This design comes from an exercise in tuning for small area and a short achievable clock period on the open sky130 flow, not from production work.
In this exercise RTL edits were held to simulation tests only and were not proved equivalent to the original.
Power and IR drop assume default switching activity.

Setup of v12:
## RV32I_Top
module RV32I_Top #(parameter n = 32)
	(input clk, rst, shift_done,
	input [n-1:0] dmem_out, imem_out,
	output w_en_to_bus_for_dmem,
	output [n-1:0] addr_dmem,
	output [n-1:0] data_dmem,
	output [n-1:0] pc_to_imem);
	wire [31:0] in = imem_out;
	wire [6:0] op = in[6:0];
	wire [2:0] f3 = in[14:12];
	wire [6:0] f7 = in[31:25];
	wire [4:0] rs1 = in[19:15];
	wire [4:0] rs2 = in[24:20];
	wire [4:0] rd  = in[11:7];
	wire op_r     = op == 7'b0110011;
	wire op_i     = op == 7'b0010011;
	wire op_ld    = op == 7'b0000011;
	wire op_st    = op == 7'b0100011;
	wire op_br    = op == 7'b1100011;
	wire op_jalr  = op == 7'b1100111;
	wire op_jal   = op == 7'b1101111;
	wire op_lui   = op == 7'b0110111;
	wire op_auipc = op == 7'b0010111;
	wire r_ok  = op_r & ((f3 != 3'b000) | (f7 == 7'b0000000) | (f7 == 7'b0100000));
	wire i_ok  = op_i & (f3 != 3'b001) & (f3 != 3'b101);
	wire ld_ok = op_ld & ~f3[2] & ~f3[0];           
	wire st_ok = op_st & ~f3[2] & ~f3[0];           
	wire wr_reg = r_ok | i_ok | ld_ok | op_jalr | op_jal | op_lui | op_auipc;
	wire br_eq  = op_br & (f3 == 3'b000);
	wire br_ne  = op_br & (f3 == 3'b001);
	wire br_lt  = op_br & (f3 == 3'b100);
	wire br_ge  = op_br & (f3 == 3'b101);
	wire [31:0] immI = {{20{in[31]}}, in[31:20]};
	wire [31:0] immLS = {{20{in[31]}}, in[31:25], in[5] ? in[11:7] : in[24:20]};
	wire [31:0] immB = {{19{in[31]}}, in[31], in[7], in[30:25], in[11:8], 1'b0};
	wire [31:0] immU = {in[31:12], 12'h000};
	wire [31:0] immJ = {{12{in[31]}}, in[31], in[19:12], in[20], in[30:21]};
	reg [31:0] rf [1:31];
	wire [31:0] wdata;
	wire [31:0] wdata_r = wdata & {32{~rst}};
  ...
Settings: LEC_CHECK=0, CAP_MARGIN=20, CORE_MARGIN=2, CORE_UTILIZATION=40, SETUP_SLACK_MARGIN=5.0, SLEW_MARGIN=20, SYNTH_HIERARCHICAL=1, SYNTH_MINIMUM_KEEP_SIZE=0, TNS_END_PERCENT=0; clock period 12.5 ns.
run.sh (not shown) runs the stock make flow with config.mk's settings and CLKGATE_MAP_FILE= SYNTH_SCRIPT=/design/flow/synth_recipe.tcl, a recipe that flattens the netlist after the stock synthesis.
v12: PASS, flow complete, no timing, DRC or antenna violations
Here is what was changed in the inputs of v23 compared with v12.
# v12
export LEC_CHECK = 0
export CAP_MARGIN = 20
export CORE_MARGIN = 2
export CORE_UTILIZATION = 40
export SETUP_SLACK_MARGIN = 5.0
export SLEW_MARGIN = 20
export SYNTH_HIERARCHICAL = 1
export SYNTH_MINIMUM_KEEP_SIZE = 0
export TNS_END_PERCENT = 0
create_clock -name core_clock -period 12.5 [get_ports {clk}]
# v23
export LEC_CHECK = 0
export CAP_MARGIN = 20
export CORE_MARGIN = 2
export CORE_UTILIZATION = 45
export PLACE_DENSITY = 0.7
export SETUP_SLACK_MARGIN = 4.5
export SLEW_MARGIN = 20
export SYNTH_HIERARCHICAL = 1
export SYNTH_MINIMUM_KEEP_SIZE = 0
export TNS_END_PERCENT = 0
create_clock -name core_clock -period 12.5 [get_ports {clk}]
[summary]
v12 and v23 ended up with roughly the same clock transition time at the flip-flop clock pins of the worst setup and hold paths.
v23 — first-iteration DRC count 355 higher, v12 as reference
v12 -> v23: count of clock-buffer cells in the layout increased slightly
Status: routed wire length parity (v12, v23)
On hold slack: v23 sits below v12.
Diff v12 -> v23: via count moved up, sequential share of cell area saw an increase, number of nets in the final layout shows a reduction of 85.
The following lists how v55 was set up differently from v23:
# v23
export LEC_CHECK = 0
export CAP_MARGIN = 20
export CORE_MARGIN = 2
export CORE_UTILIZATION = 45
export PLACE_DENSITY = 0.7
export SETUP_SLACK_MARGIN = 4.5
export SLEW_MARGIN = 20
export SYNTH_HIERARCHICAL = 1
export SYNTH_MINIMUM_KEEP_SIZE = 0
export TNS_END_PERCENT = 0
create_clock -name core_clock -period 12.5 [get_ports {clk}]
# v55
export LEC_CHECK = 0
export CAP_MARGIN = 20
export CORE_MARGIN = 2
export CORE_UTILIZATION = 40
export SETUP_SLACK_MARGIN = 4.5
export SLEW_MARGIN = 20
export SYNTH_HIERARCHICAL = 1
export SYNTH_MINIMUM_KEEP_SIZE = 0
export TNS_END_PERCENT = 0
create_clock -name core_clock -period 12.5 [get_ports {clk}]
==> run notes <==
v55 vs v23 — share of the cycle needed by the critical path after routing rose 0.74 points. v55 against v23: hold slack higher, insertion delay to the later sink of the worst-skew pair roughly the same, reported combinational group power roughly the same, wire length the detailed router placed on met1 higher. Final non-filler cell area ends up lower on v55.

---

RV32I_Top, a different RTL version from the one above (not shown whole).
For scale: about 5,500 cells after synthesis, ~160 I/O pins.
export LEC_CHECK = 0
export CAP_MARGIN = 20
export CORE_MARGIN = 2
export CORE_UTILIZATION = 40
export CTS_CLUSTER_DIAMETER = 100
export CTS_CLUSTER_SIZE = 20
export SETUP_SLACK_MARGIN = 4.5
export SLEW_MARGIN = 20
export SYNTH_HIERARCHICAL = 1
export SYNTH_MINIMUM_KEEP_SIZE = 0
export TNS_END_PERCENT = 0
create_clock -name core_clock -period 12.5 [get_ports {clk}]
Then changed:
CTS_CLUSTER_DIAMETER = default   (was 100)
CTS_CLUSTER_SIZE = default   (was 20)
SETUP_SLACK_MARGIN = 4.0   (was 4.5)
=> The changed run went through all stages and came out clean; hold slack is worse by 37 ps; global-route usage is about the same; sequential power is about the same; die area does not change; routed wire length barely changes; count of clock-buffer cells in the layout went up by 66.
Then changed:
CTS_CLUSTER_DIAMETER = 100   (was default)
CTS_CLUSTER_SIZE = 24   (was default)
SETUP_SLACK_MARGIN = 4.5   (was 4.0)
=>
- The changed run completed without violations
- sequential share of layout area barely changes
- total power falls by roughly a tenth
- critical path depth drops by 1
- sequential power is about the same
- setup slack improved by 390 ps
- final cell count went down slightly
- clock power goes down by well over a third

static timing again, ports no longer ideal:
How much do the figures lean on ideal ports? The routed layouts below were timed once more, with nothing changed but the port constraints.
Step 1 sets driving cells, clkbuf_16 on the clock port and buf_2 on the other inputs (assumed; they add their load-dependent delay and slew).
Step 2 adds t to the input delays and takes it off the output delays; t is the mean of the earliest and latest rising clock arrival at the registers after step 1. Input paths then give back, and output paths get back, about the clock's delay inside the block.
Three values: no drivers, after step 1, after step 2; two values: the first two.
run | t (ns) | slack for setup (ns) | clock arrival spread, ns | slew at the worst register clock pin (ns)
v12 | 0.804 | 3.976 / 3.929 / 3.230 | 0.061 / 0.061 | 0.07 / 0.07
v23 | 0.834 | 3.890 / 3.908 / 3.106 | 0.067 / 0.067 | 0.07 / 0.07
v55 | 0.825 | 3.798 / 3.816 / 3.014 | 0.051 / 0.050 | 0.07 / 0.07
the first run of note 2 | 0.805 | 3.943 / 3.850 / 3.192 | 0.066 / 0.066 | 0.09 / 0.09
the second run of note 2 | 0.833 | 3.566 / 3.616 / 2.793 | 0.081 / 0.081 | 0.07 / 0.07
the third run of note 2 | 0.799 | 3.953 / 3.833 / 3.207 | 0.106 / 0.106 | 0.11 / 0.11
After both steps setup and hold are still met in every run listed.
